This design comes from an exercise in tuning for small area, a short achievable clock period and few clock cycles on the open sky130 flow, not from production work.
Only simulation tests tie the RTL to the original design; equivalence was not proved.
Power is estimated from default activity; no workload was simulated.

## design/flow/run.sh

```bash
#!/bin/bash
# synth_recipe.tcl (not shown) runs the flow's synth.tcl, then flattens the netlist and writes it again
# the make line also repeats each setting of config.mk as NAME=value (left out here)
make -C /OpenROAD-flow-scripts/flow DESIGN_CONFIG=/design/flow/config.mk WORK_HOME=/design/flow/orfs CLKGATE_MAP_FILE= SYNTH_SCRIPT=/design/flow/synth_recipe.tcl finish
```

## design/flow/design.v

```verilog
`timescale 1ns / 1ps
module Translate (
    input             CLK,
    input             RSTn,        
    output     [15:0] MADDR,       
    output            M_W,         
    output     [15:0] MDATAOUT,    
    input      [15:0] MDATAIN,     
    output            HALTED
);
    localparam [3:0] OP_LW = 4'b0001, OP_SW = 4'b0011, OP_AND = 4'b0101,
                     OP_OR = 4'b0110, OP_ADD = 4'b0111, OP_SUB = 4'b1000,
                     OP_SLT = 4'b1001, OP_BEQ = 4'b1010, OP_J = 4'b1011,
                     OP_ADDI = 4'b1100;
    function is_halt_op(input [3:0] o);
        is_halt_op = (o == 4'b0000) || (o == 4'b0010) || (o == 4'b0100) ||
                     (o == 4'b1101) || (o == 4'b1110) || (o == 4'b1111);
    endfunction
    reg  [255:0] RF;       
    reg  [15:0] MA;        
    reg         MF;        
    reg         MWR;       
    reg  [15:0] P;         
    reg         AV;        
    reg  [15:0] IR;
    reg         IV;
    reg  [15:0] IPC1;      
    reg  [3:0]  RB;        
    reg  [11:0] EI;        
    reg         EV;
    reg         f_inv, f_and, f_or, f_sum, f_slt, f_addi, f_wr, f_as;
    reg         f_lw, f_sw, f_beq, f_halt;
    reg  [15:0] OA, OB;    
    reg         PA, PB;    
    reg  [15:0] BTE;       
    reg         LWP;       
    reg  [3:0]  LWD;       
    reg         H;         
    reg         MAA, MAB;  
    reg         SVA, SVB;  
    reg         FAR, FBR;  
    reg         FAO, FBO;  
    reg         HR;        
    wire [3:0] ewa = EI[11:8];
    wire [7:0] eim = EI[7:0];
    wire ex = EV & ~LWP & ~H;
    wire [15:0] Bx  = OB;      
    wire [16:0] S   = {1'b0, OA} + {1'b0, Bx} + {16'b0, f_inv};
    wire        ovf = (OA[15] == Bx[15]) & (S[15] != OA[15]);
    wire [15:0] res = ({16{f_and}} & (OA & OB)) |
                      ({16{f_or}}  & (OA | OB)) |
                      ({16{f_sum}} & S[15:0]) |
                      {15'b0, f_slt & ~S[16]} |
                      ({16{f_addi}} & {8'b0, eim});
    wire we    = ex & f_wr;
    wire ovw   = ex & f_as;
    wire taken = ex & f_beq & (OA == OB);
    wire [8:0] eim1 = {1'b0, eim} + 9'd1;
    wire hitR  = IV & HR;
    wire hitA  = AV & (P == {7'b0, eim1});
    wire hit   = ex & f_sw & (hitR | hitA);
    wire [3:0] rop = IR[15:12];
    wire [3:0] ra  = IR[7:4];
    wire r_j  = (rop == OP_J);
    wire r_sw = (rop == OP_SW);
    wire radv = ~LWP;                         
    wire rsq  = taken | (hit & hitR);         
    wire rfold = IV & r_j & radv & ~rsq;
    wire [15:0] rfa = RF[{ra, 4'b0} +: 16];
    wire [15:0] rfb = RF[{RB, 4'b0} +: 16];
    wire [15:0] ovword = {15'b0, ovf};
    wire [15:0] fa = FAR ? res : FAO ? ovword : rfa;
    wire [15:0] fb = FBR ? res : FBO ? ovword : rfb;
    wire r_inv = (rop == OP_SUB) | (rop == OP_SLT);
    wire r_wr = (rop == OP_AND) | (rop == OP_OR) | (rop == OP_ADD) | (rop == OP_SUB) |
                (rop == OP_SLT) | (rop == OP_ADDI);
    wire [3:0] aop = MDATAIN[15:12];
    wire asq   = taken | hit | rfold;
    wire aj    = AV & (aop == OP_J) & ~(IV & r_sw);
    wire afold = aj & ~asq;
    wire [3:0] axa = MDATAIN[7:4];
    wire [3:0] axb = (aop == OP_SW || aop == OP_BEQ) ? MDATAIN[11:8] : MDATAIN[3:0];
    wire acap  = AV & ~asq & ~afold;
    wire ev_n   = radv ? (IV & ~rsq & ~r_j) : EV;
    wire [3:0] niop = radv ? IR[15:12] : (f_lw ? OP_LW : f_sw ? OP_SW : 4'b0);
    wire [7:0] niim = radv ? IR[7:0] : eim;
    wire lwp_n  = ex & f_lw;
    wire h_n    = H | (ex & f_halt);
    wire nex    = ev_n & ~lwp_n & ~h_n;
    wire nlw    = nex & (niop == OP_LW);
    wire nsw    = nex & (niop == OP_SW);
    wire dnext  = nlw | nsw;
    wire nwr    = nex & (radv ? r_wr : f_wr);
    wire nas    = nex & (radv ? ((rop == OP_ADD) | (rop == OP_SUB)) : f_as);
    wire maa_n  = acap ? (IR[11:8] == axa) : MAA;
    wire mab_n  = acap ? (IR[11:8] == axb) : MAB;
    wire sva_n  = acap ? (axa == 4'd7) : SVA;
    wire svb_n  = acap ? (axb == 4'd7) : SVB;
    wire [15:0] seq  = MF ? MA + 16'd1 : P;
    wire [15:0] cand = taken ? BTE :
                       hit   ? {8'b0, eim} :
                       rfold ? {8'b0, IR[11:4]} :
                       aj    ? {8'b0, MDATAIN[11:4]} : seq;
    assign MADDR    = MA;
    assign M_W      = MWR;
    assign MDATAOUT = OB;
    assign HALTED   = H | (EV & ~LWP & f_halt);
    wire [15:0] wd = LWP ? MDATAIN : res;
    integer k;
    always @(posedge CLK) begin
        for (k = 0; k < 16; k = k + 1) begin
            if (LWP ? (LWD == k) : (we & (ewa == k)))
                RF[16*k +: 16] <= wd;
            else if (k == 7 && ovw)
                RF[16*k +: 16] <= ovword;
        end
    end
    wire [4:0] zm1 = {1'b0, IR[3:0]} - 5'd1;
    always @(posedge CLK) begin
        LWD <= ewa;
        if (acap) begin
            IR   <= MDATAIN;
            IPC1 <= P;
            RB   <= axb;
            HR   <= r_sw & (P == {7'b0, {1'b0, IR[7:0]} + 9'd1});
        end
        if (radv) begin
            EI  <= IR[11:0];
            f_inv  <= (rop == OP_SUB) | (rop == OP_SLT);
            f_and  <= (rop == OP_AND);
            f_or   <= (rop == OP_OR);
            f_sum  <= (rop == OP_ADD) | (rop == OP_SUB);
            f_slt  <= (rop == OP_SLT);
            f_addi <= (rop == OP_ADDI);
            f_wr   <= r_wr;
            f_as   <= (rop == OP_ADD) | (rop == OP_SUB);
            f_lw   <= (rop == OP_LW);
            f_sw   <= (rop == OP_SW);
            f_beq  <= (rop == OP_BEQ);
            f_halt <= is_halt_op(rop);
            OA  <= fa;
            OB  <= fb ^ {16{r_inv}};
            PA  <= ex & f_lw & MAA;
            PB  <= ex & f_lw & MAB;
            BTE <= IPC1 + {{11{zm1[4]}}, zm1};
        end else begin
            if (PA) OA <= MDATAIN;
            if (PB) OB <= MDATAIN ^ {16{f_inv}};
        end
        MAA <= maa_n;
        MAB <= mab_n;
        SVA <= sva_n;
        SVB <= svb_n;
        FAR <= nwr & maa_n;
        FBR <= nwr & mab_n;
        FAO <= nas & sva_n;
        FBO <= nas & svb_n;
        MA <= dnext ? {8'b0, niim} : cand;
        P  <= dnext ? cand : seq;
        if (!RSTn) begin
            MA  <= 16'd0;
            MF  <= 1'b1;
            MWR <= 1'b0;
            AV  <= 1'b0;
            IV  <= 1'b0;
            EV  <= 1'b0;
            LWP <= 1'b0;
            H   <= 1'b0;
        end else begin
            MF  <= ~dnext;
            MWR <= nsw;
            AV  <= MF & ~asq & ~afold;
            IV  <= acap | (IV & ~radv & ~rsq);
            EV  <= ev_n;
            LWP <= lwp_n;
            H   <= h_n;
        end
    end
endmodule
```

## design/flow/constraint.sdc

```tcl
create_clock -name core_clock -period 6.0 [get_ports {CLK}]
set_input_delay 1.2000 -clock core_clock [delete_from_list [all_inputs] [get_ports {CLK}]]
set_output_delay 1.2000 -clock core_clock [all_outputs]
set_load 0.01 [all_outputs]
```

## design/flow/config.mk

```make
export PLATFORM = sky130hd
export DESIGN_NAME = Translate
export DESIGN_NICKNAME = Translate
export VERILOG_FILES = /design/flow/design.v
export SDC_FILE = /design/flow/constraint.sdc
export NUM_CORES = 4
export LEC_CHECK = 0
export CAP_MARGIN = 20
export CORE_MARGIN = 2
export CORE_UTILIZATION = 40
export CTS_BUF_LIST = sky130_fd_sc_hd__clkbuf_4 sky130_fd_sc_hd__clkbuf_8
export SETUP_SLACK_MARGIN = 3.0
export SLEW_MARGIN = 20
```

==> run summary, run 1 <==
----------------------------------------------------
[Layout]
  Number of cells in the finished layout apart from fillers ... 2492
  Fraction of layout instances using a drive strength above 1 ... 33.1%
  Layout overhead on the synthesized area ... 22.4%
  Number of diodes added for antenna fixing ... 0
  Net count, final ... 1812

[Routing]
  Number of detailed-route iterations in the first pass ... 6
  Top sig layer ... met4
  Routed wire length per instance ... 26.6 um
  Met2 wirelength from detailed routing ... 32600 um
  Met1 routed wirelength after detailed routing ... 26200 um
  Routed length on met3 ... 5050 um
  Remaining DRCs ... 0
  Antenna violation net count after detailed routing ... 0
  Vias per cell ... 6.03
  Iter 0 DRT Violations ... 1501
  Count of vias placed by the detailed router ... 15037
  DRT Wirelength ... 66200 um

[Power]
  Internal power ... 5.56 mW
  Total net switching power ... 2.18 mW
  Part of the total power dissipated in combinational logic ... 19.8%
  Power density cells ... 289 mW/mm^2
  LEAKAGE ... 9.52 nW
  Fraction of power consumed by sequential logic ... 44.6%
  Worst supply voltage drop on vdd ... 0.156 mV
  Sw frac ... 28.1%
  Part of the total power dissipated in the clock network ... 35.6%

[Clock tree]
  Number of CTS-inserted buffers ... 72
  CTS tree ... yes
  Sinks on Clock Net ... 418
  Clock slew seen by the registers of the worst setup and hold paths ... 0.06 ns
  Number of levels the H-tree was split into ... 3
  Deepest clock path buffer count ... 3
  Latest clock arrival within the worst-skew pair ... 0.70 ns
  Clock root buffer ... sky130_fd_sc_hd__clkbuf_8

[Floorplanning]
  Ports placed on the boundary ... 52
  Row count ... 85
  Vertical extent of the die ... 238 um
  Total core area ... 0.0539 mm^2
  Initial core utilization ... 40.5%
  Die boundary width ... 238 um
  Die Outline Area ... 0.0565 mm^2

[Setup path]
  Required time of the critical path ... 6.41 ns
  Element type at the critical path end ... register
  Setup slack of the most critical reg-to-reg path ... 2.97 ns
  Crit path max fanout ... 4
  Critical path class ... reg2reg
  Startpoint class of the critical path ... register
  Data arrival time of the critical path ... 3.43 ns

[STA]
  Total count of hold-check failures in the final report ... 0
  Achievable clock frequency ... 0.330 GHz
  Minimum period implied by the final worst setup slack ... 3.03 ns
  Setup TNS ... 0 ns
  RSZ-0062 raised after global routing ... true
  Endpoints failing setup ... 0
  Worst slew pin tran ... 1.07 ns
  Relative slew margins ... 29.0%
  Number of max-slew violations in the final report ... 0
  Ratio of final minimum period to clock period ... 50.5%
  Layout Skew ... 0.0760 ns

[Synth]
  Seq cells post-synth ... 418
  Post-synthesis average cell area ... 14.0 um^2
  Number of enable-type register cells in the synthesized netlist ... 365
  Share of flip-flops with an asynchronous set or reset after synthesis ... 0%
  Sequential-to-total area share from yosys stat ... 55.1%
  Synthesized area ... 0.0218 mm^2
  Synth Warn # ... 1
  Area share of the largest cell type after synthesis ... 50.2%
  Synth area leaders ... sky130_fd_sc_hd__edfxtp_1 50%, sky130_fd_sc_hd__mux4_2 16%, sky130_fd_sc_hd__dfxtp_1 4.9%, sky130_fd_sc_hd__ha_1 2.9%, sky130_fd_sc_hd__xnor2_1 2.0%
  Main synth FF type ... sky130_fd_sc_hd__edfxtp_1
  Number of different library cells in the post-synthesis netlist ... 83
  Most repeated cell in the gate-level netlist after synthesis ... sky130_fd_sc_hd__edfxtp_1
  Synthesized instance count ... 1559
  Synthesized netlist net count ... 1631
  Leading area contributor after synthesis ... sky130_fd_sc_hd__edfxtp_1
  Most common library cells after synthesis ... 365 x sky130_fd_sc_hd__edfxtp_1, 159 x sky130_fd_sc_hd__mux4_2, 94 x sky130_fd_sc_hd__nor2_1

[Flow run]
  Max-cap violations ... 0

[Placement]
  Post-placement cell count ... 2251
  IO Port Bufs ... 51
  Half-perimeter wire length after detailed placement ... 40200 um
  RD Place Congestion ... 0.932

[Global routing]
  Grt ovf ... 0
  Overall track demand over capacity in global routing ... 23.4%
  Initial antenna violation count ... 0
  Wire length of the first global-routing pass ... 96900 um
  Maximum number of pins on one net before global-route repair ... 66
  Number of global-route vias before repair ... 14954

[Worst hold path]
  Worst hold path type ... reg2reg

[Outcome]
  Status ... timing/DRC/antenna clean

----------------------------------------------------
registers in the layout, summed over array words and instances, names as in the netlist, 4 cells and up:
signal  flops
RF        256
BTE        16
IPC1       16
IR         16
MA         16
OA         16
OB         16
P          16
EI         12
LWD         4
RB          4
power by group through the flow:
stage	clock (mW)	sequential [mW]	combinational, mW
2_1_floorplan	0	3.47	0.829
6_report	2.75	3.45	1.53
5_1_grt	2.92	3.46	1.63
4_1_cts	2.79	3.46	1.37
3_5_place_dp	0	3.52	1.19
3_3_place_gp	0	3.52	1.18
final timing paths:
path | from | endpoint | cells after the start
min reg2reg | EI[9] | LWD[1] | 0
min | EI[9] | LWD[1] | 0
max reg2reg | f_inv | OB[0] | 9
max | f_inv | OB[0] | 9
area by class of cell:
class                      count  area [um^2]
fill                        4562        27200
sequential                   418        12000
multi-input combinational    978        10200
timing repair buffer         194         1890
clock buffer                 100         1220
tap                          696          871
inverter                      75          288
clock inverter                30          280
timing repair inverter         1         7.51
per-stage QoR:
step	total power, mW	setup WS, ns	cell area (um^2)	util (%)	hold WS [ns]
2_1_floorplan	4.30	2.92	22100	-	0.398
3_3_place_gp	4.70	1.61	23400	43.4	0.412
3_5_place_dp	4.71	1.57	23400	43.4	0.419
4_1_cts	7.62	2.82	26000	48.2	0.414
5_1_grt	8.01	2.89	26700	49.6	0.451
6_report	7.74	2.97	26700	49.6	0.403
layout by cell type (no fill, tap or decap), types with 12 or more instances in the layout:
master / count
sky130_fd_sc_hd__clkdlybuf4s50_1: 47
sky130_fd_sc_hd__edfxtp_1: 365
sky130_fd_sc_hd__clkbuf_4: 25
sky130_fd_sc_hd__buf_4: 110
sky130_fd_sc_hd__a31oi_1: 12
sky130_fd_sc_hd__nor2b_1: 15
sky130_fd_sc_hd__nand2_1: 83
sky130_fd_sc_hd__mux4_2: 159
sky130_fd_sc_hd__nor3_1: 12
sky130_fd_sc_hd__a21oi_1: 68
sky130_fd_sc_hd__o21ai_1: 17
sky130_fd_sc_hd__mux2i_1: 25
sky130_fd_sc_hd__o21ai_0: 28
sky130_fd_sc_hd__xnor2_1: 47
sky130_fd_sc_hd__clkinv_1: 12
sky130_fd_sc_hd__nand3_1: 26
sky130_fd_sc_hd__a22oi_1: 18
sky130_fd_sc_hd__ha_4: 19
sky130_fd_sc_hd__nor2_1: 88
sky130_fd_sc_hd__xor2_1: 38
sky130_fd_sc_hd__buf_12: 13
sky130_fd_sc_hd__nand2b_1: 16
sky130_fd_sc_hd__inv_1: 62
sky130_fd_sc_hd__clkbuf_8: 76
sky130_fd_sc_hd__buf_6: 14
sky130_fd_sc_hd__dfxtp_1: 51
sky130_fd_sc_hd__ha_1: 28
cells by family (layout without fill, tap and decap cells):
logic type                 Yosys count  after routing  share of synthesized area, %
muxes                              203            203                          18.5
AOI/OAI and AO/OA                  291            291                          8.75
buffers and inverters              164            400                          3.16
adders and majority gates           54             54                          3.20
xor gates and xnor gates            88             88                          3.53
DFF                                418            418                          55.1
and+or+nand+nor                    341            342                          7.78
layer usage:
metal	GRT usage [%]	up-vias
met2	38.9	726
li1	-	6473
met1	30.6	7689
met4	9.87	0
met3	3.87	149
met5	0	-
timing repair:
action                                 CTS  global route
endpoints found under the hold margin    0             0
pin swaps                               28            33
setup buffers                           55            49
hold buffers                             0             0
setup endpoints to repair              319           264
cloned                                   3             3
gates resized for setup                 96            66
worst max-delay path, stage by stage (launching register included):
cell and delay [ns]:
sky130_fd_sc_hd__edfxtp_1 0.46, sky130_fd_sc_hd__fa_2 0.48, sky130_fd_sc_hd__a211oi_2 0.24, sky130_fd_sc_hd__o211a_1 0.24, sky130_fd_sc_hd__or3_4 0.18, sky130_fd_sc_hd__a41oi_4 0.14
sky130_fd_sc_hd__xnor2_2 0.28, sky130_fd_sc_hd__o31ai_1 0.12, sky130_fd_sc_hd__or4_1 0.41, sky130_fd_sc_hd__and4b_1 0.22
Testbench counts, summed over its fixed seeds: cycles 206,549.
==> run 2: changes to the inputs <==
==> design/flow/config.mk (replaced) <==
export PLATFORM = sky130hd
export DESIGN_NAME = Translate
export DESIGN_NICKNAME = Translate
export VERILOG_FILES = /design/flow/design.v
export SDC_FILE = /design/flow/constraint.sdc
export NUM_CORES = 4
export LEC_CHECK = 0
export ABC_AREA = 1
export CAP_MARGIN = 20
export CORE_MARGIN = 2
export CORE_UTILIZATION = 40
export CTS_CLUSTER_DIAMETER = 100
export CTS_CLUSTER_SIZE = 30
export SETUP_SLACK_MARGIN = 3.0
export SLEW_MARGIN = 20
==> run 2 against run 1 <==
Compared with the run above: sequential share of layout area grew 2.0 points; flip-flop and latch count is the same; utilization fell by 5.1 points; setup slack better by 0.010 ns; critical path depth stayed put; final cell count is 41% higher; register-to-register slack about the same; maximum frequency rose by 0.34%; synthesized cell count is 76% higher; count of clock-buffer cells in the layout fell by 78; die area grew 6.0%; non-clock buffer count is 77 lower; largest power group unchanged; highest routed layer is now met5.
==> run summary, run 2 <==
----------------------------------------------------
[Power]
  Worst supply voltage drop on vdd ... 0.211 mV (+36%)
  Part of the total power dissipated in combinational logic ... 21.0% (+1.2 points)
  Total net switching power ... 2.11 mW (-3.1%)
  Power density cells ... 257 mW/mm^2 (-11%)
  Fraction of power consumed by sequential logic ... 52.4% (+7.8 points)
  Internal power ... 4.45 mW (-20%)
  Sw frac ... 32.1% (+4.0 points)
  PnR Total Power ... 6.56 mW (-15%)
  Part of the total power dissipated in the clock network ... 26.6% (-9.0 points)
  LEAKAGE ... 10.1 nW (+6.2%)

[Synth]
  Leading area contributor after synthesis ... sky130_fd_sc_hd__edfxtp_1
  Seq cells post-synth ... 418 (unchanged)
  Synthesized area ... 0.0232 mm^2 (+6.1%)
  Most repeated cell in the gate-level netlist after synthesis ... sky130_fd_sc_hd__nand2_1
  Sequential-to-total area share from yosys stat ... 51.9% (-3.2 points)
  Synth area leaders ... sky130_fd_sc_hd__edfxtp_1 47%, sky130_fd_sc_hd__nand2_1 8.8%, sky130_fd_sc_hd__o21ai_0 8.1%, sky130_fd_sc_hd__nand3_1 5.8%, sky130_fd_sc_hd__a21oi_1 5.3%
  Main synth FF type ... sky130_fd_sc_hd__edfxtp_1
  Area share of the largest cell type after synthesis ... 47.3% (-2.9 points)
  Synth Warn # ... 1 (unchanged)
  Synthesized instance count ... 2750 (+76%)
  Share of flip-flops with an asynchronous set or reset after synthesis ... 0% (unchanged)
  Number of different library cells in the post-synthesis netlist ... 45 (-46%)
  Post-synthesis average cell area ... 8.42 um^2 (-40%)
  Synthesized netlist net count ... 2822 (+73%)
  Most common library cells after synthesis ... 546 x sky130_fd_sc_hd__nand2_1, 377 x sky130_fd_sc_hd__o21ai_0, 365 x sky130_fd_sc_hd__edfxtp_1
  Number of enable-type register cells in the synthesized netlist ... 365 (unchanged)

[Layout]
  Number of flip-flops under the largest register name ... 256 (unchanged)
  Largest register by flop count ... RF
  Layout Cell Area excl Fill ... 0.0256 mm^2 (-4.3%)
  Most frequent standard cell in the layout excluding fill and tap cells ... sky130_fd_sc_hd__nand2_1
  Net count, final ... 2821 (+56%)
  Leading cell types in the layout, fill and taps excluded ... 540 x sky130_fd_sc_hd__nand2_1, 366 x sky130_fd_sc_hd__o21ai_0, 365 x sky130_fd_sc_hd__edfxtp_1, 282 x sky130_fd_sc_hd__inv_1, 266 x sky130_fd_sc_hd__nand3_1
  Number of diodes added for antenna fixing ... 0 (unchanged)
  Layout overhead on the synthesized area ... 10.4%
  Fraction of layout instances using a drive strength above 1 ... 6.19% (-27 points)
  Count of fill cells added during filler insertion ... 5622 (+23%)

[Placement]
  RD Place Congestion ... 0.900 (-3.4%)
  IO Port Bufs ... 51 (unchanged)
  Half-perimeter wire length after detailed placement ... 50700 um (+26%)
  Post-DP Area ... 0.0244 mm^2 (+4.4%)

[Clock tree]
  Sinks on Clock Net ... 418 (unchanged)
  Clock slew seen by the registers of the worst setup and hold paths ... 0.12 ns (+0.06 ns)
  Latest clock arrival within the worst-skew pair ... 0.60 ns (-0.10 ns)
  Number of CTS-inserted buffers ... 21 (-71%)
  Number of levels the H-tree was split into ... 1 (-2)
  CTS tree ... yes
  Clock root buffer ... sky130_fd_sc_hd__clkbuf_16
  Deepest clock path buffer count ... 3 (unchanged)

[Global routing]
  Maximum number of pins on one net before global-route repair ... 205 (+210%)
  Wire length of the first global-routing pass ... 115000 um (+19%)
  Grt ovf ... 0 (unchanged)
  Number of global-route vias before repair ... 18793 (+26%)
  Overall track demand over capacity in global routing ... 25.2% (+1.8 points)
  Initial antenna violation count ... 1 (+1)

[Setup path]
  Startpoint class of the critical path ... register
  Element type at the critical path end ... register
  Critical Path, Cell by Cell ... buf_6 -> clkbuf_8 -> a21oi_1 -> o21ai_0 -> o21ai_0 -> o21ai_0 -> nor2_1 -> o21ai_0 -> o221ai_1
  Worst r2r path cells ... 9 (unchanged)
  Critical Path Stages ... 9 (unchanged)
  Slowest stage cell, crit path ... sky130_fd_sc_hd__clkbuf_8
  Cell type with the highest occurrence count on the critical path ... sky130_fd_sc_hd__o21ai_0
  Critical path class ... reg2reg
  Crit path max fanout ... 63 (+59)
  Sum of buffers and inverters on the critical path ... 2 (+2)
  Data arrival time of the critical path ... 3.31 ns (-0.12 ns)
  Setup slack of the most critical reg-to-reg path ... 2.98 ns (about the same)
  Delay contributed by the slowest stage of the critical path ... 0.46 ns (-0.02 ns)
  Family with the most delay on the worst path ... compound AO/OA/AOI/OAI gates
  Required time of the critical path ... 6.29 ns (-0.12 ns)

[Routing]
  Remaining DRCs ... 0 (unchanged)
  DRT Wirelength ... 77400 um (+17%)
  Iter 0 DRT Violations ... 2451 (+63%)
  Routed wire length per instance ... 22.0 um (-17%)
  Vias per cell ... 5.73 (-5.0%)
  Number of detailed-route iterations in the first pass ... 7 (+1)
  Count of vias placed by the detailed router ... 20218 (+34%)
  Antenna violation net count after detailed routing ... 0 (unchanged)

[STA]
  Number of max-slew violations in the final report ... 0 (unchanged)
  RSZ-0062 raised after global routing ... true
  Setup TNS ... 0 ns (unchanged)
  Worst slew pin tran ... 1.08 ns (+0.0115 ns)
  Ratio of final minimum period to clock period ... 50.3% (-0.17 points)
  Achievable clock frequency ... 0.331 GHz (+0.34%)
  Endpoints failing setup ... 0 (unchanged)
  Layout Skew ... 0.0465 ns (-0.0296 ns)
  Minimum period implied by the final worst setup slack ... 3.02 ns (-0.0102 ns)
  Total count of hold-check failures in the final report ... 0 (unchanged)
  Relative slew margins ... 27.9% (-1.0 points)

[Floorplanning]
  Ports placed on the boundary ... 52 (unchanged)
  Total core area ... 0.0575 mm^2 (+6.6%)
  Initial core utilization ... 40.3% (-0.20 points)
  Die Outline Area ... 0.0598 mm^2 (+6.0%)
  Die boundary width ... 245 um (+2.9%)
  Row count ... 88 (+3.5%)
  Vertical extent of the die ... 245 um (+2.9%)

[Worst hold path]
  Worst hold path cell count ... 0 (unchanged)
  Worst hold path type ... reg2reg

[Flow run]
  Max-cap violations ... 0 (unchanged)

[Outcome]
  Status ... timing/DRC/antenna clean

----------------------------------------------------
## run 2: changes by cell type after synthesis, moves of 16 or more
cell / delta
sky130_fd_sc_hd__clkbuf_1: +63
sky130_fd_sc_hd__nor2_1: +89
sky130_fd_sc_hd__a22oi_1: -19
sky130_fd_sc_hd__mux2i_1: -27
sky130_fd_sc_hd__nor2b_1: -18
sky130_fd_sc_hd__o21ai_0: +346
sky130_fd_sc_hd__o211ai_1: +50
sky130_fd_sc_hd__nand2_1: +459
sky130_fd_sc_hd__mux4_2: -159
sky130_fd_sc_hd__a21oi_1: +159
sky130_fd_sc_hd__inv_1: +218
sky130_fd_sc_hd__nand3_1: +242
sky130_fd_sc_hd__nand2b_1: -16
sky130_fd_sc_hd__xnor2_1: -41
## run 2: metrics by stage
step / setup slack [ns] / hold slack, ns / utilization (%) / cells
floorplan: 3.13 / 0.393 / - / 2750
global placement: 1.37 / 0.412 / 42.5 / 3460
detailed placement: 1.27 / 0.418 / 42.5 / 3460
CTS: 2.57 / 0.448 / 44.1 / 3506
global route: 2.90 / 0.455 / 44.5 / 3526
finish: 2.98 / 0.445 / 44.5 / 3526
## run 2: worst paths after layout
path | from | to
min reg2reg | P[9] | IPC1[9]
max reg2reg | IR[4] | OA[9]
min | P[9] | IPC1[9]
max | IR[4] | OA[9]
## run 2: layout make-up
cell class	instances	area, um^2	share of cell area (%)
repair inverters	2	13.8	0.0538
clock buffers	22	529	2.07
inverters	303	1170	4.59
clock inverters	13	158	0.616
well taps	765	957	3.74
repair buffers	117	1070	4.17
flip-flops and latches	418	12000	47.0
multi-input cells	1886	9650	37.7
## run 2: logic make-up (layout without fill, tap and decap cells)
family,Yosys count,after routing,share of synthesized area (%)
AND/OR/NAND/NOR,1067,1067,19.5
flip-flops,418,418,51.9
adder cells (fa/ha/maj),54,54,3.01
XOR/XNOR,37,37,1.40
AO/OA/AOI/OAI,728,728,16.8
buffers and inverters,446,457,7.36
## run 2: layer usage
layer	vias up	track usage (%)	share of wire [%]	wire (um)
met4	2	8.98	3.5	2690
met2	992	40.0	45	35000
li1	9452	-	-	-
met1	9624	35.4	43	33100
met5	-	0	0.017	13
met3	148	3.37	8.7	6730
## run 2: worst register-to-register path: stages, from the launching register on
cell and delay (ns):
sky130_fd_sc_hd__edfxtp_1 0.35, sky130_fd_sc_hd__buf_6 0.41, sky130_fd_sc_hd__clkbuf_8 0.52, sky130_fd_sc_hd__a21oi_1 0.14
sky130_fd_sc_hd__o21ai_0 0.10, sky130_fd_sc_hd__o21ai_0 0.11, sky130_fd_sc_hd__o21ai_0 0.30, sky130_fd_sc_hd__nor2_1 0.06
sky130_fd_sc_hd__o21ai_0 0.46, sky130_fd_sc_hd__o221ai_1 0.27
## run 2: power by group through the flow
stage	clock [mW]	sequential (mW)	combinational, mW
6_report	1.75	3.44	1.38
3_5_place_dp	0	3.51	1.30
4_1_cts	1.78	3.44	1.32
2_1_floorplan	0	3.47	0.846
3_3_place_gp	0	3.51	1.28
5_1_grt	1.87	3.45	1.50
## run 2: what timing repair did
action	in CTS	in global routing
pin swaps	1	1
setup buffers	9	20
hold buffers	0	0
endpoints found under the setup margin	365	236
gates resized for setup	29	31
cloned	2	0
==> run 3: changes to the inputs <==
--- a/design/flow/config.mk
+++ b/design/flow/config.mk
@@ -9,7 +9,5 @@
 export CAP_MARGIN = 20
 export CORE_MARGIN = 2
 export CORE_UTILIZATION = 40
-export CTS_CLUSTER_DIAMETER = 100
-export CTS_CLUSTER_SIZE = 30
 export SETUP_SLACK_MARGIN = 3.0
 export SLEW_MARGIN = 20
==> run 3 against run 2 <==
Compared with the run above: still clean; synthesized cell count unchanged; design area increased by 3.6%; setup slack better by 0.098 ns; first-iteration DRC count down 0.65%; flip-flop and latch count is the same; routed wire length grew 1.1%.
==> run summary, run 3 <==
----------------------------------------------------
[Power]
  Fraction of power consumed by sequential logic ... 43.9% (-8.5 points)
  Power density cells ... 296 mW/mm^2 (+16%)
  Internal power ... 5.54 mW (+24%)
  LEAKAGE ... 10.6 nW (+4.6%)
  Part of the total power dissipated in combinational logic ... 17.4% (-3.6 points)
  Total net switching power ... 2.31 mW (+9.5%)
  Sw frac ... 29.4% (-2.7 points)
  Worst supply voltage drop on vdd ... 0.186 mV (-12%)
  Part of the total power dissipated in the clock network ... 38.7% (+12 points)

[Routing]
  Remaining DRCs ... 0 (unchanged)
  Iter 0 DRT Violations ... 2435 (-0.65%)
  DRT Wirelength ... 78300 um (+1.1%)
  Count of vias placed by the detailed router ... 20402 (+0.91%)
  Vias per cell ... 5.70 (-0.64%)
  Number of detailed-route iterations in the first pass ... 6 (-1)
  Antenna violation net count after detailed routing ... 0 (unchanged)
  Routed wire length per instance ... 21.9 um (-0.40%)

[Clock tree]
  Number of CTS-inserted buffers ... 48 (+130%)
  Number of levels the H-tree was split into ... 2 (+1)
  Hold-fix buffer count after cts ... 0 (unchanged)
  Latest clock arrival within the worst-skew pair ... 0.61 ns (about the same)
  Deepest clock path buffer count ... 3 (unchanged)
  CTS tree ... yes
  Clock root buffer ... sky130_fd_sc_hd__clkbuf_16
  Sinks on Clock Net ... 418 (unchanged)
  Clock slew seen by the registers of the worst setup and hold paths ... 0.06 ns (-0.06 ns)

[Setup path]
  Setup slack of the most critical reg-to-reg path ... 3.08 ns (+0.10 ns)
  Crit path max fanout ... 86 (+37%)
  Element type at the critical path end ... register
  Worst r2r path cells ... 9 (unchanged)
  Startpoint class of the critical path ... register
  Endpoint of the most critical register-to-register path ... OA[11]
  Data arrival time of the critical path ... 3.24 ns (-0.07 ns)
  Required time of the critical path ... 6.32 ns (+0.03 ns)
  Critical path class ... reg2reg
  Reg-to-Reg Start ... IR[4]

[Synth]
  Number of enable-type register cells in the synthesized netlist ... 365 (unchanged)
  Main synth FF type ... sky130_fd_sc_hd__edfxtp_1
  Sequential-to-total area share from yosys stat ... 51.9% (unchanged)
  Most common library cells after synthesis ... 546 x sky130_fd_sc_hd__nand2_1, 377 x sky130_fd_sc_hd__o21ai_0, 365 x sky130_fd_sc_hd__edfxtp_1
  Synthesized area ... 0.0232 mm^2 (unchanged)
  Post-synthesis average cell area ... 8.42 um^2 (unchanged)
  Leading area contributor after synthesis ... sky130_fd_sc_hd__edfxtp_1
  Area share of the largest cell type after synthesis ... 47.3% (unchanged)
  Complex-gate fraction of the synthesized area ... 16.8% (unchanged)
  Synthesized netlist net count ... 2822 (unchanged)
  Most repeated cell in the gate-level netlist after synthesis ... sky130_fd_sc_hd__nand2_1
  Area share of and/or/nand/nor cells after synthesis ... 19.5% (unchanged)
  Share of flip-flops with an asynchronous set or reset after synthesis ... 0% (unchanged)
  Synth Warn # ... 1 (unchanged)
  XOR/XNOR share of the synthesized area ... 1.40% (unchanged)
  Synthesized instance count ... 2750 (unchanged)
  Main combinational cell family by area after synthesis ... simple AND/OR/NAND/NOR gates
  Number of different library cells in the post-synthesis netlist ... 45 (unchanged)
  Seq cells post-synth ... 418 (unchanged)
  Synth area leaders ... sky130_fd_sc_hd__edfxtp_1 47%, sky130_fd_sc_hd__nand2_1 8.8%, sky130_fd_sc_hd__o21ai_0 8.1%, sky130_fd_sc_hd__nand3_1 5.8%, sky130_fd_sc_hd__a21oi_1 5.3%
  Adder and majority gate portion of the synthesized area ... 3.01% (unchanged)
  Mux contribution to synthesized area ... 0% (unchanged)

[Floorplanning]
  Total core area ... 0.0575 mm^2 (unchanged)
  Row count ... 88 (unchanged)
  Initial core utilization ... 40.3% (unchanged)
  Ports placed on the boundary ... 52 (unchanged)
  Die boundary width ... 245 um (unchanged)
  Vertical extent of the die ... 245 um (unchanged)
  Die Outline Area ... 0.0598 mm^2 (unchanged)

[Layout]
  Net count, final ... 2848 (+0.96%)
  Fraction of layout instances using a drive strength above 1 ... 7.53% (+1.3 points)
  Count of fill cells added during filler insertion ... 5559 (-1.1%)
  Layout Cell Area excl Fill ... 0.0265 mm^2 (+3.6%)
  Layout overhead on the synthesized area ... 14.4%
  Most frequent standard cell in the layout excluding fill and tap cells ... sky130_fd_sc_hd__nand2_1
  Largest register by flop count ... RF
  Number of diodes added for antenna fixing ... 0 (unchanged)
  Leading cell types in the layout, fill and taps excluded ... 540 x sky130_fd_sc_hd__nand2_1, 366 x sky130_fd_sc_hd__o21ai_0, 365 x sky130_fd_sc_hd__edfxtp_1, 282 x sky130_fd_sc_hd__inv_1, 265 x sky130_fd_sc_hd__nand3_1
  Number of cells in the finished layout apart from fillers ... 3581 (+1.6%)
  Number of flip-flops under the largest register name ... 256 (unchanged)

[Placement]
  IO Port Bufs ... 51 (unchanged)
  Post-DP Area ... 0.0244 mm^2 (unchanged)
  Post-placement cell count ... 3460 (unchanged)
  Half-perimeter wire length after detailed placement ... 50700 um (unchanged)
  RD Place Congestion ... 0.900 (unchanged)

[STA]
  Endpoints failing setup ... 0 (unchanged)
  Ratio of final minimum period to clock period ... 48.7% (-1.6 points)
  RSZ-0062 raised after global routing ... true
  Number of max-slew violations in the final report ... 0 (unchanged)
  Minimum period implied by the final worst setup slack ... 2.92 ns (-0.0981 ns)
  Relative slew margins ... 26.4% (-1.6 points)
  Worst slew pin tran ... 1.10 ns (+0.0232 ns)
  Layout Skew ... 0.0380 ns (-0.00844 ns)
  Setup TNS ... 0 ns (unchanged)
  Achievable clock frequency ... 0.343 GHz (+3.4%)
  Total count of hold-check failures in the final report ... 0 (unchanged)

[Worst hold path]
  Worst hold path type ... reg2reg
  Hold Path End ... IPC1[9]
  Worst hold path cell count ... 0 (unchanged)
  Hold wc startpoint ... P[9]

[Global routing]
  Grt ovf ... 0 (unchanged)
  Number of global-route vias before repair ... 19111 (+1.7%)
  Initial antenna violation count ... 1 (unchanged)
  Overall track demand over capacity in global routing ... 25.6% (+0.37 points)
  Wire length of the first global-routing pass ... 117000 um (+1.0%)
  Maximum number of pins on one net before global-route repair ... 205 (unchanged)

[Outcome]
  Status ... timing/DRC/antenna clean

[Flow run]
  Max-cap violations ... 0 (unchanged)

----------------------------------------------------
run 3: metal layers:
metal / part of all wire, % / GRT usage, % / vias up / wire, um
met5: 0.013 / 0 / - / 10
met4: 3.8 / 9.97 / 2 / 2990
met3: 9.2 / 4.46 / 166 / 7240
met2: 45 / 39.9 / 1016 / 34900
met1: 42 / 35.5 / 9683 / 33200
li1: - / - / 9535 / -
run 3: area by class of cell:
type                            count  area (um^2)  area share, %
Multi-Input combinational cell   1886         9660           36.5
Sequential cell                   418        12000           45.4
Clock buffer                       65         1300           4.89
Inverter                          303         1170           4.42
Clock inverter                     25          318           1.20
Timing Repair Buffer              117         1050           3.98
Timing Repair inverter              2         13.8         0.0519
Tap cell                          765          957           3.61
run 3: power by group through the flow:
stage | clock network (mW) | registers, mW | logic (mW)
finish | 3.04 | 3.44 | 1.37
global placement | 0 | 3.51 | 1.28
detailed placement | 0 | 3.51 | 1.30
floorplan | 0 | 3.47 | 0.846
global route | 3.19 | 3.46 | 1.50
CTS | 3.08 | 3.45 | 1.32
run 3: kinds of logic after synthesis:
family | Yosys count
AO/OA/AOI/OAI | 728
XOR/XNOR | 37
adder cells (fa/ha/maj) | 54
buffers and inverters | 446
flip-flops | 418
AND/OR/NAND/NOR | 1067
run 3: through the flow:
step | power [mW] | setup WS (ns) | utilization [%] | hold slack, ns
final | 7.85 | 3.08 | 46.1 | 0.431
after global routing | 8.15 | 2.94 | 46.1 | 0.443
after CTS | 7.85 | 2.59 | 45.7 | 0.433
after detailed placement | 4.81 | 1.27 | 42.5 | 0.418
after global placement | 4.79 | 1.37 | 42.5 | 0.412
after floorplan | 4.32 | 3.13 | - | 0.393
run 3: worst max-delay path: stages (launching register included):
cell and delay, ns:
sky130_fd_sc_hd__edfxtp_1 0.33, sky130_fd_sc_hd__buf_6 0.40, sky130_fd_sc_hd__clkbuf_8 0.55, sky130_fd_sc_hd__a21oi_1 0.14, sky130_fd_sc_hd__o21ai_0 0.09, sky130_fd_sc_hd__o21ai_0 0.13, sky130_fd_sc_hd__o21ai_0 0.19, sky130_fd_sc_hd__a31oi_1 0.08
sky130_fd_sc_hd__o21ai_0 0.52, sky130_fd_sc_hd__o211ai_1 0.16
run 3: worst max path at each step:
stage / start / to / slack [ns] / depth (start not counted)
after detailed placement: MDATAIN[12] / IPC1[15] / 1.27 / 8
after global placement: MDATAIN[15] / IPC1[3] / 1.37 / 8
after floorplan: OB[3] / HR / 3.13 / 11
after global routing: IR[4] / OA[11] / 2.94 / 9
final: IR[4] / OA[11] / 3.08 / 9
after CTS: LWP / HALTED / 2.59 / 4
run 3: repair_timing:
action | CTS | global route
cloned | 2 | 0
pin swaps | 1 | 3
setup buffers | 9 | 20
resized for setup | 29 | 33
endpoints found under the setup margin | 357 | 223
==> run 4: changes to the inputs <==
--- a/design/flow/config.mk
+++ b/design/flow/config.mk
@@ -8,6 +8,6 @@
 export ABC_AREA = 1
 export CAP_MARGIN = 20
 export CORE_MARGIN = 2
-export CORE_UTILIZATION = 40
-export SETUP_SLACK_MARGIN = 3.0
+export CORE_UTILIZATION = 50
+export SETUP_SLACK_MARGIN = 3.4
 export SLEW_MARGIN = 20
==> run 4 against run 3 <==
Compared with the run above: still clean on timing, DRC and antenna; total power is 0.86% higher; synthesized cell count stayed put; design area is 4.4% higher; maximum frequency is 9.6% higher; largest cell class unchanged.
==> run summary, run 4 <==
----------------------------------------------------
[Layout]
  Fraction of layout instances using a drive strength above 1 ... 13.7% (+6.2 points)
  Multi-input gate area ... 0.0104 mm^2 (+7.3%)
  Layout overhead on the synthesized area ... 19.5%
  Number of flip-flops under the largest register name ... 256 (unchanged)
  Most frequent standard cell in the layout excluding fill and tap cells ... sky130_fd_sc_hd__nand2_1
  Final core area utilization ... 60.7% (+15 points)
  Area used by sequential logic in the layout ... 0.0120 mm^2 (about the same)
  Number of diodes added for antenna fixing ... 0 (unchanged)
  Number of cells in the finished layout apart from fillers ... 3466 (-3.2%)
  Count of fill cells added during filler insertion ... 3943 (-29%)
  Net count, final ... 2904 (+2.0%)
  Leading cell types in the layout, fill and taps excluded ... 506 x sky130_fd_sc_hd__nand2_1, 365 x sky130_fd_sc_hd__edfxtp_1, 340 x sky130_fd_sc_hd__o21ai_0, 264 x sky130_fd_sc_hd__inv_1, 250 x sky130_fd_sc_hd__nand3_1
  Largest register by flop count ... RF

[Synth]
  Seq cells post-synth ... 418 (unchanged)
  Synth area leaders ... sky130_fd_sc_hd__edfxtp_1 47%, sky130_fd_sc_hd__nand2_1 8.8%, sky130_fd_sc_hd__o21ai_0 8.1%, sky130_fd_sc_hd__nand3_1 5.8%, sky130_fd_sc_hd__a21oi_1 5.3%
  Leading area contributor after synthesis ... sky130_fd_sc_hd__edfxtp_1
  Post-synthesis average cell area ... 8.42 um^2 (unchanged)
  Synthesized instance count ... 2750 (unchanged)
  Synthesized area ... 0.0232 mm^2 (unchanged)
  Synthesized netlist net count ... 2822 (unchanged)
  Synth Warn # ... 1 (unchanged)
  Number of enable-type register cells in the synthesized netlist ... 365 (unchanged)
  Number of different library cells in the post-synthesis netlist ... 45 (unchanged)
  Most common library cells after synthesis ... 546 x sky130_fd_sc_hd__nand2_1, 377 x sky130_fd_sc_hd__o21ai_0, 365 x sky130_fd_sc_hd__edfxtp_1
  Most repeated cell in the gate-level netlist after synthesis ... sky130_fd_sc_hd__nand2_1
  Share of flip-flops with an asynchronous set or reset after synthesis ... 0% (unchanged)
  Sequential-to-total area share from yosys stat ... 51.9% (unchanged)
  Main synth FF type ... sky130_fd_sc_hd__edfxtp_1
  Area share of the largest cell type after synthesis ... 47.3% (unchanged)

[Clock tree]
  Latest clock arrival within the worst-skew pair ... 0.61 ns (about the same)
  Sinks on Clock Net ... 418 (unchanged)
  Deepest clock path buffer count ... 3 (unchanged)
  Clock slew seen by the registers of the worst setup and hold paths ... 0.06 ns (about the same)
  CTS tree ... yes
  Number of levels the H-tree was split into ... 2 (unchanged)
  Clock root buffer ... sky130_fd_sc_hd__clkbuf_16
  Number of CTS-inserted buffers ... 46 (-4.2%)

[Setup path]
  Critical Path, Cell by Cell ... buf_12 -> fa_2 -> inv_2 -> fa_2 -> o21ai_4 -> nand2_2 -> nand2_4 -> nand2_1 -> nand3_2 -> nand2_2 -> inv_2 -> nor2_2 -> a21oi_4 -> buf_12 -> clkinvlp_4
  Element type at the critical path end ... register
  Sum of buffers and inverters on the critical path ... 5 (+3)
  Critical path class ... reg2reg
  Delay contributed by the slowest stage of the critical path ... 0.40 ns (-0.15 ns)
  Family with the most delay on the worst path ... adder cells
  Slowest stage cell, crit path ... sky130_fd_sc_hd__edfxtp_1
  Crit path max fanout ... 7 (-92%)
  Startpoint class of the critical path ... register
  Data arrival time of the critical path ... 2.99 ns (-0.25 ns)
  Required time of the critical path ... 6.33 ns (about the same)

[Outcome]
  Status ... timing/DRC/antenna clean

[Routing]
  Remaining DRCs ... 0 (unchanged)
  Vias per cell ... 6.14 (+7.8%)
  Number of detailed-route iterations in the first pass ... 5 (-1)
  DRT Wirelength ... 83500 um (+6.6%)
  Routed wire length per instance ... 24.1 um (+10%)
  Iter 0 DRT Violations ... 2714 (+11%)
  Antenna violation net count after detailed routing ... 0 (unchanged)
  Count of vias placed by the detailed router ... 21295 (+4.4%)

[Floorplanning]
  Row count ... 78 (-11%)
  Total core area ... 0.0456 mm^2 (-21%)
  Die Outline Area ... 0.0481 mm^2 (-20%)
  Initial core utilization ... 50.8% (+11 points)
  Die boundary width ... 219 um (-10%)
  Vertical extent of the die ... 219 um (-10%)
  Ports placed on the boundary ... 52 (unchanged)

[Global routing]
  Wire length of the first global-routing pass ... 121000 um (+3.7%)
  Maximum number of pins on one net before global-route repair ... 103 (-50%)
  Overall track demand over capacity in global routing ... 33.9% (+8.3 points)
  Number of global-route vias before repair ... 19360 (+1.3%)
  Initial antenna violation count ... 0 (-1)
  Grt ovf ... 0 (unchanged)

[STA]
  Layout Skew ... 0.0289 ns (-0.00910 ns)
  Least setup slack across all paths after layout ... 3.34 ns (+0.256 ns)
  Total count of hold-check failures in the final report ... 0 (unchanged)
  Endpoints failing setup ... 0 (unchanged)
  Setup TNS ... 0 ns (unchanged)
  Relative slew margins ... 22.1% (-4.2 points)
  Achievable clock frequency ... 0.375 GHz (+9.6%)
  Minimum period implied by the final worst setup slack ... 2.66 ns (-0.256 ns)
  RSZ-0062 raised after global routing ... true
  Worst slew pin tran ... 1.17 ns (+0.0677 ns)
  Final hold slack ... 0.434 ns (+0.00256 ns)
  Number of max-slew violations in the final report ... 0 (unchanged)
  Ratio of final minimum period to clock period ... 44.4% (-4.3 points)

[Placement]
  Half-perimeter wire length after detailed placement ... 50300 um (-0.72%)
  Post-placement cell count ... 3286 (-5.0%)
  IO Port Bufs ... 51 (unchanged)
  Worst slack at placement ... 1.74 ns (+0.468 ns)
  RD Place Congestion ... 0.953 (+5.8%)

[Power]
  Worst supply voltage drop on vdd ... 0.222 mV (+19%)
  LEAKAGE ... 11.1 nW (+5.0%)
  Power density cells ... 286 mW/mm^2 (-3.4%)

[Flow run]
  Max-cap violations ... 0 (unchanged)

[Worst hold path]
  Worst hold path type ... reg2reg

----------------------------------------------------
## run 4: routing by layer
metal	GRT usage [%]	part of all wire, %
met3	5.49	9.4
met2	54.0	46
met5	0	0
met1	46.9	41
met4	11.9	3.7
## run 4: final timing paths
kind,slack [ns],depth (start not counted),to,start
setup / recovery,3.34,15,RF[22],f_inv
hold / removal,0.43,0,IPC1[15],P[15]
setup reg to reg,3.34,15,RF[22],f_inv
hold reg to reg,0.43,0,IPC1[15],P[15]
## run 4: per-stage QoR
stage / power, mW / cell area [um^2]
finish: 7.92 / 27700
global route: 8.19 / 27700
CTS: 7.73 / 26700
detailed placement: 4.82 / 24300
global placement: 4.80 / 24300
floorplan: 4.32 / 23200
## run 4: kinds of logic after synthesis
logic type,after synthesis,share of synthesized area (%)
xor gates and xnor gates,37,1.40
buffers and inverters,446,7.36
adders and majority gates,54,3.01
DFF,418,51.9
and+or+nand+nor,1067,19.5
AOI/OAI and AO/OA,728,16.8
## run 4: worst register-to-register path: cells and delay by family, from the launching register on
kind / cells / cell delay (ns)
compound gates: 2 / 0.40
fa+ha+maj: 2 / 0.56
buf+inv: 5 / 0.56
flops: 1 / 0.40
simple gates: 6 / 0.47
## run 4: repair_timing
action / in CTS / in global routing
pin swaps: 14 / 39
cloned: 9 / 3
setup buffers: 42 / 44
setup endpoints to repair: 651 / 443
resized for setup: 173 / 149
hold buffers: 0 / 0
## run 4: final cells by class
class | instances | share of cell area [%]
Timing Repair Buffer | 173 | 6.54
Tap cell | 600 | 2.71
Sequential cell | 418 | 43.5
Clock buffer | 65 | 4.61
Multi-Input combinational cell | 1886 | 37.5
Clock inverter | 17 | 0.728
Timing Repair inverter | 4 | 0.104
Inverter | 303 | 4.35
## run 4: report_power, final
part           switching, mW  total [mW]  internal, mW
sequential             0.103        3.45          3.34
combinational           1.09        1.65         0.555
clock                   1.21        2.83          1.62
==> run 5: changes to the inputs <==
--- a/design/flow/design.v
+++ b/design/flow/design.v
@@ -25,7 +25,8 @@
     reg  [15:0] IR;
     reg         IV;
     reg  [15:0] IPC1;      
-    reg  [3:0]  RB;        
+    reg  [15:0] OHA;       
+    reg  [15:0] OHB;       
     reg  [11:0] EI;        
     reg         EV;
     reg         f_inv, f_and, f_or, f_sum, f_slt, f_addi, f_wr, f_as;
@@ -66,8 +67,16 @@
     wire radv = ~LWP;                         
     wire rsq  = taken | (hit & hitR);         
     wire rfold = IV & r_j & radv & ~rsq;
-    wire [15:0] rfa = RF[{ra, 4'b0} +: 16];
-    wire [15:0] rfb = RF[{RB, 4'b0} +: 16];
+    reg  [15:0] rfa, rfb;
+    integer j;
+    always @(*) begin
+        rfa = 16'b0;
+        rfb = 16'b0;
+        for (j = 0; j < 16; j = j + 1) begin
+            rfa = rfa | ({16{OHA[j]}} & RF[16*j +: 16]);
+            rfb = rfb | ({16{OHB[j]}} & RF[16*j +: 16]);
+        end
+    end
     wire [15:0] ovword = {15'b0, ovf};
     wire [15:0] fa = FAR ? res : FAO ? ovword : rfa;
     wire [15:0] fb = FBR ? res : FBO ? ovword : rfb;
@@ -121,7 +130,8 @@
         if (acap) begin
             IR   <= MDATAIN;
             IPC1 <= P;
-            RB   <= axb;
+            OHA  <= 16'b1 << axa;
+            OHB  <= 16'b1 << axb;
             HR   <= r_sw & (P == {7'b0, {1'b0, IR[7:0]} + 9'd1});
         end
         if (radv) begin
--- a/design/flow/config.mk
+++ b/design/flow/config.mk
@@ -8,6 +8,6 @@
 export ABC_AREA = 1
 export CAP_MARGIN = 20
 export CORE_MARGIN = 2
-export CORE_UTILIZATION = 50
-export SETUP_SLACK_MARGIN = 3.4
+export CORE_UTILIZATION = 40
+export SETUP_SLACK_MARGIN = 3.0
 export SLEW_MARGIN = 20
==> run 5 against run 4 <==
Compared with the run above: still clean; global-route usage down 6.4 points; area after synthesis fell by 2.2%; maximum frequency decreased by 13%; flip-flop and latch count increased by 28; final cell count down 5.8%; via count decreased by 9.3%; critical endpoint is now OA[9]; largest power group unchanged; highest routed layer unchanged.
==> run summary, run 5 <==
----------------------------------------------------
[Global routing]
  Number of global-route vias before repair ... 17887 (-7.6%)
  Grt ovf ... 0 (unchanged)
  Overall track demand over capacity in global routing ... 27.5% (-6.4 points)
  Wire length of the first global-routing pass ... 119000 um (-1.7%)
  Initial antenna violation count ... 1 (+1)
  Maximum number of pins on one net before global-route repair ... 59 (-43%)

[Floorplanning]
  Ports placed on the boundary ... 52 (unchanged)
  Die boundary width ... 242 um (+10%)
  Row count ... 87 (+12%)
  Vertical extent of the die ... 242 um (+10%)
  Total core area ... 0.0562 mm^2 (+23%)
  Die Outline Area ... 0.0586 mm^2 (+22%)
  Initial core utilization ... 40.3% (-10 points)

[Synth]
  Synth area leaders ... sky130_fd_sc_hd__edfxtp_1 52%, sky130_fd_sc_hd__nand2_1 13%, sky130_fd_sc_hd__dfxtp_1 4.7%, sky130_fd_sc_hd__inv_1 3.2%, sky130_fd_sc_hd__nand3_1 2.9%
  Main synth FF type ... sky130_fd_sc_hd__edfxtp_1
  Synth Warn # ... 1 (unchanged)
  Synthesized instance count ... 2416 (-12%)
  Number of different library cells in the post-synthesis netlist ... 60 (+33%)
  Sequential-to-total area share from yosys stat ... 56.8% (+4.9 points)
  Share of flip-flops with an asynchronous set or reset after synthesis ... 0% (unchanged)
  Post-synthesis average cell area ... 9.38 um^2 (+11%)
  Most repeated cell in the gate-level netlist after synthesis ... sky130_fd_sc_hd__nand2_1
  Most common library cells after synthesis ... 789 x sky130_fd_sc_hd__nand2_1, 393 x sky130_fd_sc_hd__edfxtp_1, 192 x sky130_fd_sc_hd__inv_1
  Area share of the largest cell type after synthesis ... 52.1% (+4.8 points)
  Synthesized netlist net count ... 2488 (-12%)
  Leading area contributor after synthesis ... sky130_fd_sc_hd__edfxtp_1
  Synthesized area ... 0.0227 mm^2 (-2.2%)
  Number of enable-type register cells in the synthesized netlist ... 393 (+7.7%)
  Seq cells post-synth ... 446 (+6.7%)

[Routing]
  Routed wire length per instance ... 25.4 um (+5.3%)
  Vias per cell ... 5.91 (-3.8%)
  Number of detailed-route iterations in the first pass ... 7 (+2)
  Iter 0 DRT Violations ... 2914 (+7.4%)
  Antenna violation net count after detailed routing ... 0 (unchanged)
  Remaining DRCs ... 0 (unchanged)
  Count of vias placed by the detailed router ... 19305 (-9.3%)
  DRT Wirelength ... 82800 um (-0.84%)

[Placement]
  IO Port Bufs ... 51 (unchanged)
  RD Place Congestion ... 0.960 (+0.70%)
  Worst slack at placement ... 1.73 ns (-0.00912 ns)
  Post-placement cell count ... 3155 (-4.0%)
  Half-perimeter wire length after detailed placement ... 52400 um (+4.1%)

[Outcome]
  Status ... timing/DRC/antenna clean

[Clock tree]
  Number of levels the H-tree was split into ... 2 (unchanged)
  Sinks on Clock Net ... 446 (+6.7%)
  Hold-fix buffer count after cts ... 0 (unchanged)
  Latest clock arrival within the worst-skew pair ... 0.64 ns (+0.03 ns)
  Clock slew seen by the registers of the worst setup and hold paths ... 0.06 ns (about the same)
  Clock root buffer ... sky130_fd_sc_hd__clkbuf_16
  Number of CTS-inserted buffers ... 48 (+4.3%)
  CTS tree ... yes
  Deepest clock path buffer count ... 3 (unchanged)

[STA]
  Ratio of final minimum period to clock period ... 51.0% (+6.6 points)
  Layout Skew ... 0.0520 ns (+0.0231 ns)
  Total count of hold-check failures in the final report ... 0 (unchanged)
  Least setup slack across all paths after layout ... 2.94 ns (-0.395 ns)
  Number of max-slew violations in the final report ... 0 (unchanged)
  Relative slew margins ... 16.2% (-6.0 points)
  Final hold slack ... 0.412 ns (-0.0215 ns)
  RSZ-0062 raised after global routing ... true
  Worst slew pin tran ... 1.26 ns (+0.0898 ns)
  Endpoints failing setup ... 0 (unchanged)
  Minimum period implied by the final worst setup slack ... 3.06 ns (+0.395 ns)
  Achievable clock frequency ... 0.327 GHz (-13%)
  Setup TNS ... 0 ns (unchanged)

[Setup path]
  Family with the most delay on the worst path ... simple AND/OR/NAND/NOR gates
  Crit path max fanout ... 58 (+51)
  Critical Path, Cell by Cell ... buf_4 -> nor2_1 -> nand2_1 -> a41oi_1 -> a21oi_1 -> o21ai_1
  Data arrival time of the critical path ... 3.45 ns (+0.46 ns)
  Startpoint class of the critical path ... register
  Required time of the critical path ... 6.39 ns (+0.06 ns)
  Reg-to-Reg Start ... LWP
  Critical path class ... reg2reg
  Element type at the critical path end ... register
  Beginning of the critical path ... LWP
  Delay contributed by the slowest stage of the critical path ... 0.72 ns (+0.32 ns)
  Sum of buffers and inverters on the critical path ... 1 (-4)
  Slowest stage cell, crit path ... sky130_fd_sc_hd__nand2_1

[Layout]
  Largest register by flop count ... RF
  Layout overhead on the synthesized area ... 15.5%
  Most frequent standard cell in the layout excluding fill and tap cells ... sky130_fd_sc_hd__nand2_1
  Number of cells in the finished layout apart from fillers ... 3265 (-5.8%)
  Fraction of layout instances using a drive strength above 1 ... 8.97% (-4.8 points)
  Net count, final ... 2540 (-13%)
  Number of flip-flops under the largest register name ... 256 (unchanged)
  Leading cell types in the layout, fill and taps excluded ... 780 x sky130_fd_sc_hd__nand2_1, 393 x sky130_fd_sc_hd__edfxtp_1, 188 x sky130_fd_sc_hd__inv_1, 129 x sky130_fd_sc_hd__nand3_1, 129 x sky130_fd_sc_hd__nor2_1

[Worst hold path]
  Hold wc startpoint ... P[13]
  Worst hold path type ... reg2reg

[Flow run]
  Max-cap violations ... 0 (unchanged)

[Power]
  Power density cells ... 295 mW/mm^2 (+2.9%)
  LEAKAGE ... 10.4 nW (-6.3%)
  PnR Total Power ... 7.71 mW (-2.7%)
  Worst supply voltage drop on vdd ... 0.235 mV (+5.8%)

----------------------------------------------------
==> run 5: cell types whose count changed after synthesis, moves of 70 or more <==
cell	change
sky130_fd_sc_hd__nand3_1	-138
sky130_fd_sc_hd__inv_1	-100
sky130_fd_sc_hd__a221oi_1	+70
sky130_fd_sc_hd__o21ai_0	-290
sky130_fd_sc_hd__a21oi_1	-148
sky130_fd_sc_hd__nand2_1	+243
==> run 5: path summary, 6_finish.rpt <==
path	end	cells after the start	slack, ns
hold reg to reg	IPC1[13]	0	0.41
setup / recovery	OA[9]	6	2.94
setup reg to reg	OA[9]	6	2.94
hold / removal	IPC1[13]	0	0.41
==> run 5: metal layers <==
layer / up-vias / GRT usage, % / wire, um
met3: 240 / 7.72 / 10500
met5: - / 0 / 0
met4: 0 / 9.55 / 3240
li1: 8544 / - / -
met2: 1269 / 41.8 / 35700
met1: 9252 / 37.7 / 33300
==> run 5: through the flow <==
step | area (um^2) | util, %
after CTS | 25900 | 46.2
after global placement | 24200 | 43.0
after detailed placement | 24200 | 43.0
final | 26200 | 46.6
after global routing | 26200 | 46.6
after floorplan | 22700 | -
==> run 5: final cells by class <==
class	count	area, um^2
diodes	1	2.50
fillers	5261	30000
well taps	756	946
repair buffers	96	870
repair inverters	4	35.0
multi-input cells	1664	9000
inverters	208	821
flip-flops and latches	446	12900
clock buffers	58	1270
clock inverters	32	352
==> run 5: kinds of logic (layout without fill, tap and decap cells) <==
kind of cell	after synthesis	count (layout)	synth area share [%]
AO/OA/AOI/OAI	366	366	10.5
adder cells (fa/ha/maj)	54	54	3.08
other	0	1	0
XOR/XNOR	43	43	1.72
flip-flops	446	446	56.8
AND/OR/NAND/NOR	1201	1201	22.7
buffers and inverters	306	398	5.22
==> run 5: repair_timing <==
action / in CTS / in global routing
gates resized for setup: 24 / 29
cloned: 4 / 0
setup endpoints to repair: 491 / 249
pin swaps: 0 / 3
setup buffers: 3 / 12
==> run 5: power by group <==
| group | internal, mW | switching (mW) |
|---|---|---|
| Combinational | 0.291 | 0.633 |
| Clock | 1.74 | 1.35 |
| Sequential | 3.53 | 0.160 |
Testbench counts of run 5, summed over its fixed seeds: cycles 206,549.
==> run 6: changes to the inputs <==
--- a/design/flow/config.mk
+++ b/design/flow/config.mk
@@ -9,5 +9,5 @@
 export CAP_MARGIN = 20
 export CORE_MARGIN = 2
 export CORE_UTILIZATION = 40
-export SETUP_SLACK_MARGIN = 3.0
+export SETUP_SLACK_MARGIN = 3.3
 export SLEW_MARGIN = 20
==> run 6 against run 5 <==
Compared with the run above: still clean; critical path depth grew 10; combinational power grew 11%; clock skew grew 0.0029 ns; count of clock-buffer cells in the layout grew 9.
==> run summary, run 6 <==
----------------------------------------------------
[Worst hold path]
  Hold wc startpoint ... P[15]
  Worst hold path type ... reg2reg

[Setup path]
  Data arrival time of the critical path ... 3.12 ns (-0.33 ns)
  Startpoint class of the critical path ... register
  Required time of the critical path ... 6.34 ns (-0.05 ns)
  Crit path max fanout ... 6 (-90%)
  Critical path class ... reg2reg

[Power]
  Fraction of power consumed by sequential logic ... 46.5% (-1.4 points)
  Part of the total power dissipated in combinational logic ... 12.9% (+0.9 points)
  Sw frac ... 27.0% (-0.80 points)
  Internal power ... 5.79 mW (+3.9%)
  Worst supply voltage drop on vdd ... 0.225 mV (-4.3%)
  LEAKAGE ... 10.9 nW (+4.5%)
  Part of the total power dissipated in the clock network ... 40.6% (+0.5 points)
  Total net switching power ... 2.14 mW (-0.20%)

[Placement]
  Worst slack at placement ... 2.14 ns (+0.409 ns)
  Post-placement cell count ... 3157 (+0.063%)
  Half-perimeter wire length after detailed placement ... 52100 um (-0.51%)
  RD Place Congestion ... 0.949 (-1.1%)

[STA]
  Relative slew margins ... 14.4% (-1.7 points)
  Ratio of final minimum period to clock period ... 46.4% (-4.6 points)
  Achievable clock frequency ... 0.359 GHz (+9.8%)
  RSZ-0062 raised after global routing ... true
  Worst slew pin tran ... 1.28 ns (+0.0262 ns)
  Number of max-slew violations in the final report ... 0 (unchanged)
  Setup TNS ... 0 ns (unchanged)
  Minimum period implied by the final worst setup slack ... 2.78 ns (-0.274 ns)
  Final hold slack ... 0.440 ns (+0.0283 ns)
  Layout Skew ... 0.0549 ns (+0.00291 ns)
  Endpoints failing setup ... 0 (unchanged)

[Flow run]
  Max-cap violations ... 0 (unchanged)

[Layout]
  Leading cell types in the layout, fill and taps excluded ... 763 x sky130_fd_sc_hd__nand2_1, 393 x sky130_fd_sc_hd__edfxtp_1, 176 x sky130_fd_sc_hd__inv_1, 125 x sky130_fd_sc_hd__nand3_1, 125 x sky130_fd_sc_hd__nor2_1
  Net count, final ... 2612 (+2.8%)
  Fraction of layout instances using a drive strength above 1 ... 14.4% (+5.5 points)
  Largest register by flop count ... RF
  Area used by sequential logic in the layout ... 0.0129 mm^2 (+0.12%)
  Most frequent standard cell in the layout excluding fill and tap cells ... sky130_fd_sc_hd__nand2_1
  Multi-input gate area ... 0.00934 mm^2 (+3.8%)
  Layout Cell Area excl Fill ... 0.0272 mm^2 (+4.0%)

[Global routing]
  Number of global-route vias before repair ... 18274 (+2.2%)
  Grt ovf ... 0 (unchanged)
  Maximum number of pins on one net before global-route repair ... 59 (unchanged)
  Initial antenna violation count ... 3 (+2)

[Routing]
  Remaining DRCs ... 0 (unchanged)
  Vias per cell ... 5.89 (-0.43%)
  Iter 0 DRT Violations ... 2636 (-9.5%)
  Antenna violation net count after detailed routing ... 0 (unchanged)

[Clock tree]
  Clock root buffer ... sky130_fd_sc_hd__clkbuf_16
  Number of CTS-inserted buffers ... 48 (unchanged)
  Latest clock arrival within the worst-skew pair ... 0.64 ns (about the same)
  Sinks on Clock Net ... 446 (unchanged)
  Hold-fix buffer count after cts ... 0 (unchanged)
  Clock slew seen by the registers of the worst setup and hold paths ... 0.06 ns (about the same)

[Floorplanning]
  Vertical extent of the die ... 242 um (unchanged)
  Total core area ... 0.0562 mm^2 (unchanged)
  Initial core utilization ... 40.3% (unchanged)
  Ports placed on the boundary ... 52 (unchanged)
  Die boundary width ... 242 um (unchanged)
  Row count ... 87 (unchanged)
  Die Outline Area ... 0.0586 mm^2 (unchanged)

[Synth]
  Synthesized netlist net count ... 2488 (unchanged)
  Number of different library cells in the post-synthesis netlist ... 60 (unchanged)
  Synthesized instance count ... 2416 (unchanged)
  Number of enable-type register cells in the synthesized netlist ... 393 (unchanged)
  Share of flip-flops with an asynchronous set or reset after synthesis ... 0% (unchanged)
  Post-synthesis average cell area ... 9.38 um^2 (unchanged)
  Synth area leaders ... sky130_fd_sc_hd__edfxtp_1 52%, sky130_fd_sc_hd__nand2_1 13%, sky130_fd_sc_hd__dfxtp_1 4.7%, sky130_fd_sc_hd__inv_1 3.2%, sky130_fd_sc_hd__nand3_1 2.9%
  Most repeated cell in the gate-level netlist after synthesis ... sky130_fd_sc_hd__nand2_1
  Sequential-to-total area share from yosys stat ... 56.8% (unchanged)
  Area share of the largest cell type after synthesis ... 52.1% (unchanged)

[Outcome]
  Status ... timing/DRC/antenna clean

----------------------------------------------------
==> run 6: changes by cell type in the layout (fill, tap and decap cells not counted), sizes merged <==
cell           change
buf               +72
bufinv             +2
clkbuf             +9
clkdlybuf4s15      +1
clkdlybuf4s50     -37
clkinv             -6
diode              +3
dlygate4sd2       +33
dlymetal6s2s       +3
inv                -6
==> run 6: critical path: stages, from the launching register on <==
cell and delay [ns]:
sky130_fd_sc_hd__edfxtp_1 0.41, sky130_fd_sc_hd__inv_2 0.08, sky130_fd_sc_hd__ha_4 0.18, sky130_fd_sc_hd__nand3_4 0.12
sky130_fd_sc_hd__clkinvlp_4 0.16, sky130_fd_sc_hd__buf_6 0.15, sky130_fd_sc_hd__buf_4 0.13, sky130_fd_sc_hd__buf_8 0.13
sky130_fd_sc_hd__ha_4 0.24, sky130_fd_sc_hd__a21oi_4 0.14, sky130_fd_sc_hd__nor2_2 0.05, sky130_fd_sc_hd__a211oi_2 0.25
sky130_fd_sc_hd__o31ai_4 0.14, sky130_fd_sc_hd__a21oi_2 0.16, sky130_fd_sc_hd__inv_1 0.05, sky130_fd_sc_hd__nand2_1 0.05
sky130_fd_sc_hd__nand2_1 0.05
==> run 6: worst paths after layout <==
kind         endpoint  slack (ns)  cells past startpoint
max reg2reg   BTE[15]        3.22                     16
min          IPC1[15]        0.44                      0
max           BTE[15]        3.22                     16
min reg2reg  IPC1[15]        0.44                      0
==> run 6: stage by stage <==
stage / utilization (%) / total power [mW]
floorplan: - / 4.22
global placement: 43.0 / 4.60
detailed placement: 43.0 / 4.61
CTS: 47.2 / 7.83
global route: 48.4 / 8.14
finish: 48.5 / 7.92
==> run 6: power by group through the flow <==
| stage | Clock (mW) | Sequential (mW) | Combinational (mW) |
|---|---|---|---|
| CTS | 3.23 | 3.69 | 0.915 |
| global placement | 0 | 3.75 | 0.843 |
| detailed placement | 0 | 3.75 | 0.859 |
| floorplan | 0 | 3.66 | 0.560 |
| global route | 3.35 | 3.69 | 1.10 |
| finish | 3.21 | 3.68 | 1.03 |
==> run 6: logic make-up (layout without fill, tap and decap cells) <==
kind of cell	Yosys count	count (layout)	synth area share, %
buffers and inverters	306	469	5.22
other	0	4	0
AND/OR/NAND/NOR	1201	1201	22.7
AO/OA/AOI/OAI	366	366	10.5
flip-flops	446	446	56.8
XOR/XNOR	43	43	1.72
adder cells (fa/ha/maj)	54	54	3.08
==> run 6: final cells by class <==
| class | count | share of cell area, % |
|---|---|---|
| sequential | 446 | 47.3 |
| multi-input combinational | 1664 | 34.3 |
| timing repair buffer | 168 | 5.33 |
| clock buffer | 67 | 5.05 |
| tap | 756 | 3.48 |
| inverter | 208 | 3.06 |
| clock inverter | 22 | 1.22 |
| timing repair inverter | 4 | 0.165 |
| antenna | 4 | 0.0368 |
==> run 6: layer usage <==
layer  vias up  routed length (um)  global-route usage [%]
met3       311                9920                    6.58
li1       8692                   -                       -
met1      9353               32800                    37.0
met4         2                4570                    12.9
met5         -                  11                       0
met2      1299               36300                    42.5
==> run 6: repair_timing <==
action / 4_1_cts / 5_1_grt
gates cloned: 4 / 1
setup endpoints to repair: 703 / 412
resized for setup: 130 / 82
setup buffers: 32 / 52
endpoints found under the hold margin: 0 / 0
pin swaps: 11 / 29

-- afterwards: timing with drivers on the ports --
No port has a modelled driver above. Below, the same layouts with a new extraction and two added sets of constraints. Step 1 (the two cells are an assumption about what drives the block):
set clk [get_ports {CLK}]
set_driving_cell -lib_cell sky130_fd_sc_hd__clkbuf_16 $clk
set_driving_cell -lib_cell sky130_fd_sc_hd__buf_2 [delete_from_list [all_inputs] $clk]
Step 2 also shifts input and output timing later by t, the mid clock arrival at the registers, as if the neighbouring blocks saw the same clock. Three values: ideal, step 1, step 2; two values: the first two.
run	t (ns)	setup WS [ns]	hold slack, ns	worst slew at a driven data input, ns
run 1	0.716	2.972 / 2.972 / 2.418	0.403 / 0.403 / 0.403	0.05
run 2	0.634	2.982 / 2.982 / 2.498	0.445 / 0.445 / 0.445	0.04
run 3	0.643	3.080 / 3.074 / 2.479	0.431 / 0.431 / 0.431	0.04
run 4	0.655	3.336 / 3.280 / 2.901	0.434 / 0.434 / 0.434	0.04
run 5	0.669	2.941 / 2.941 / 2.514	0.412 / 0.412 / 0.412	0.07
run 6	0.672	3.215 / 3.215 / 2.790	0.440 / 0.440 / 0.440	0.08
After both steps setup and hold are still met in every run listed. The setup slack of run 3, which loses most, moves by -0.006 ns with the drivers and by -0.601 ns with both steps.
